What follows belongs to an exercise in optimizing a design on an open flow for small area, a short achievable clock period and few clock cycles; a production flow would make more cautious choices. Where RTL was checked, it was by simulation tests only, not by an equivalence proof against the original. The flow treats the clock pin as an ideal source. Dropping or thinning the clock tree relies on that and would not hold on a real chip. Power is estimated from default activity; no workload was simulated.

==> flow/design.v (excerpt) <==
module axi_data_width_converter_top #(
	parameter		SLAVE_DATA_WIDTH	= 256,
	parameter		MASTER_DATA_WIDTH	= 32,
	parameter byte	TID_WIDTH			= 1, 
	parameter byte	TDEST_WIDTH			= 1,
	parameter byte	TUSER_WIDTH			= 1,
	parameter bit	TID_EN				= 0,
	parameter bit	TDEST_EN			= 0,
	parameter bit	TUSER_EN			= 0
)(
	input logic aclk,
	input logic areset_n,
	output	logic								s_axis_tready,
	input	logic								s_axis_tvalid,
	input	logic [SLAVE_DATA_WIDTH - 1:0]		s_axis_tdata,
	input	logic [SLAVE_DATA_WIDTH / 8 - 1:0]	s_axis_tkeep,
	input	logic								s_axis_tlast,
	input	logic [TID_WIDTH - 1:0]				s_axis_tid,
	input	logic [TDEST_WIDTH - 1:0]			s_axis_tdest,
	input	logic [TUSER_WIDTH - 1:0]			s_axis_tuser,
	input	logic								m_axis_tready,
	output	logic								m_axis_tvalid,
	output	logic [MASTER_DATA_WIDTH - 1:0]		m_axis_tdata,
	output	logic [MASTER_DATA_WIDTH / 8 - 1:0]	m_axis_tkeep,
	output	logic								m_axis_tlast,
	output	logic [TID_WIDTH - 1:0]				m_axis_tid,
	output	logic [TDEST_WIDTH - 1:0]			m_axis_tdest,
	output	logic [TUSER_WIDTH - 1:0]			m_axis_tuser
);
export LEC_CHECK = 0
export ABC_AREA = 1
export CAP_MARGIN = 20
export CORE_MARGIN = 2
export CORE_UTILIZATION = 55
export CTS_CLUSTER_DIAMETER = 150
export CTS_CLUSTER_SIZE = 20
export SETUP_SLACK_MARGIN = 2.4
export SLEW_MARGIN = 20
create_clock -name core_clock -period 4.0 [get_ports {aclk}]
standard.sh (not shown) runs the stock make flow with config.mk's settings and CLKGATE_MAP_FILE= SYNTH_SCRIPT=/design/flow/synth_recipe.tcl, a recipe that flattens the netlist after the stock synthesis.
==> flow/flow/run.sh <==
#!/bin/bash
# Standard layout, with the port buffers made from the smallest plain buffer
# and the top of the clock tree rebuilt after CTS (flow/post_cts.tcl).
set -euo pipefail
export BUFFER_PORTS_ARGS="-buffer_cell sky130_fd_sc_hd__buf_1"
export POST_CTS_TCL="$PWD/flow/post_cts.tcl"
bash standard.sh > standard.log 2>&1
Other scripts of this flow, unchanged in this note and not shown: flow/flow/post_cts.tcl
Change:
- ABC_AREA: 1 -> not set
- SETUP_SLACK_MARGIN: 2.4 -> 2.3
Outcome:
- maximum frequency falls by a few percent
- cell area falls by roughly a tenth
- flip-flop and latch count stays the same
- total power falls slightly
- area after synthesis falls by roughly a tenth
- die area falls by roughly a tenth
- final cell count falls by a quarter to a third
- wire length falls by about a fifth
Function was not checked in any run of this note: the RTL went through the layout flow alone.

* * *

axi_data_width_converter_top, a different RTL version from the one above (not shown whole).
For scale: about 610 cells after synthesis, roughly 340 flip-flops, ~340 I/O pins, about 0.012 mm2 of cells after synthesis.
clock: 4.0 ns
lec_check: 0
cap_margin: 20
core_margin: 2
core_utilization: 40
setup_slack_margin: 2.5
slew_margin: 20
run.sh (not shown) runs the stock make flow with config.mk's settings and CLKGATE_MAP_FILE= SYNTH_SCRIPT=/design/flow/synth_recipe.tcl, a recipe that flattens the netlist after the stock synthesis.
Stock flow here: none of the scripts above is used.
Testbench counts at the start, summed over its fixed seeds: cycles 18,458.
Then changed:
==> flow/flow/run.sh (new file) <==
#!/bin/bash
# Standard layout, with the port buffers made from the smallest plain buffer.
set -euo pipefail
export BUFFER_PORTS_ARGS="-buffer_cell sky130_fd_sc_hd__buf_1"
bash standard.sh > standard.log 2>&1
==> flow/standard.sh (new file) <==
#!/bin/bash
# synth_recipe.tcl (not shown) runs the flow's synth.tcl, then flattens the netlist and writes it again
# the make line also repeats each setting of config.mk as NAME=value (left out here)
make -C /OpenROAD-flow-scripts/flow DESIGN_CONFIG=/design/flow/config.mk WORK_HOME=/design/flow/orfs CLKGATE_MAP_FILE= SYNTH_SCRIPT=/design/flow/synth_recipe.tcl "${@:-finish}"
removed: flow/run.sh
=> The new run passed the timing, DRC and antenna checks; critical path depth does not change; power goes down by about 2.7%; utilization drops by 5.4 points.
Then changed:
==> flow/run.sh (new file) <==
#!/bin/bash
# synth_recipe.tcl (not shown) runs the flow's synth.tcl, then flattens the netlist and writes it again
# the make line also repeats each setting of config.mk as NAME=value (left out here)
make -C /OpenROAD-flow-scripts/flow DESIGN_CONFIG=/design/flow/config.mk WORK_HOME=/design/flow/orfs CLKGATE_MAP_FILE= SYNTH_SCRIPT=/design/flow/synth_recipe.tcl finish
- SETUP_SLACK_MARGIN: 2.5 -> not set
removed: flow/flow/run.sh
removed: flow/standard.sh
After rerunning: Cell area went up by 5.5%. Utilization rose by 3.0 points. Global-route usage shrinks by 1.6 points. Worst setup slack loses 400 ps. Register-to-register slack got worse by 710 ps. Non-clock buffer count goes down by 42. Die area is unchanged. Worst hold slack gains 35 ps. Total power goes down by about 0.55%. Wire length drops by 9.3%. Sequential share of layout area decreases by 3.4 points.
Then changed:
- CTS_CLUSTER_DIAMETER: not set -> 100
- CTS_CLUSTER_SIZE: not set -> 30
- SETUP_SLACK_MARGIN: not set -> 2.5
Outcome: The changed run completed with no timing, DRC or antenna violations. Critical path depth fell by 3. Via count rose by 3.1%. Area after synthesis stays the same. Maximum frequency rose by 21%. Routed wire length rose by 15%.

-- afterwards: timing with drivers on the ports --
No port has a modelled driver above. Below, the same layouts with a new extraction and two added sets of constraints.
Step 1 (the two cells are an assumption about what drives the block):
set clk [get_ports {aclk}]
set_driving_cell -lib_cell sky130_fd_sc_hd__clkbuf_16 $clk
set_driving_cell -lib_cell sky130_fd_sc_hd__buf_2 [delete_from_list [all_inputs] $clk]
Step 2, shift: input delay + t, output delay - t, t = (earliest + latest rising clock arrival at the registers) / 2. This alone moves slack from input paths to output paths.
Slacks: ideal / step 1 / step 2; pairs: ideal / step 1.
| run | shift t [ns] | setup slack, ns | hold slack, ns | latest minus earliest clock arrival (ns) | slew at the worst register clock pin (ns) |
|---|---|---|---|---|---|
| the first run of note 1 | 0.413 | 2.392 / 2.296 / 2.067 | 0.449 / 0.449 / 0.449 | 0.051 / 0.051 | 0.08 / 0.08 |
| the second run of note 1 | 0.414 | 2.300 / 2.303 / 1.965 | 0.474 / 0.474 / 0.474 | 0.047 / 0.048 | 0.08 / 0.08 |
| the first run of note 2 | 0.553 | 2.163 / 2.114 / 1.961 | 0.477 / 0.469 / 0.483 | 0.020 / 0.021 | 0.06 / 0.06 |
| the second run of note 2 | 0.554 | 2.141 / 2.091 / 1.998 | 0.454 / 0.428 / 0.490 | 0.014 / 0.014 | 0.06 / 0.06 |
| the third run of note 2 | 0.544 | 1.743 / 1.701 / 1.367 | 0.489 / 0.489 / 0.489 | 0.012 / 0.012 | 0.06 / 0.06 |
| the fourth run of note 2 | 0.553 | 2.128 / 2.080 / 1.964 | 0.477 / 0.468 / 0.490 | 0.033 / 0.033 | 0.12 / 0.12 |
After both steps every run listed still meets setup and hold. The setup slack of the third run of note 2, which loses most, moves by -0.042 ns with the drivers and by -0.376 ns with both steps.
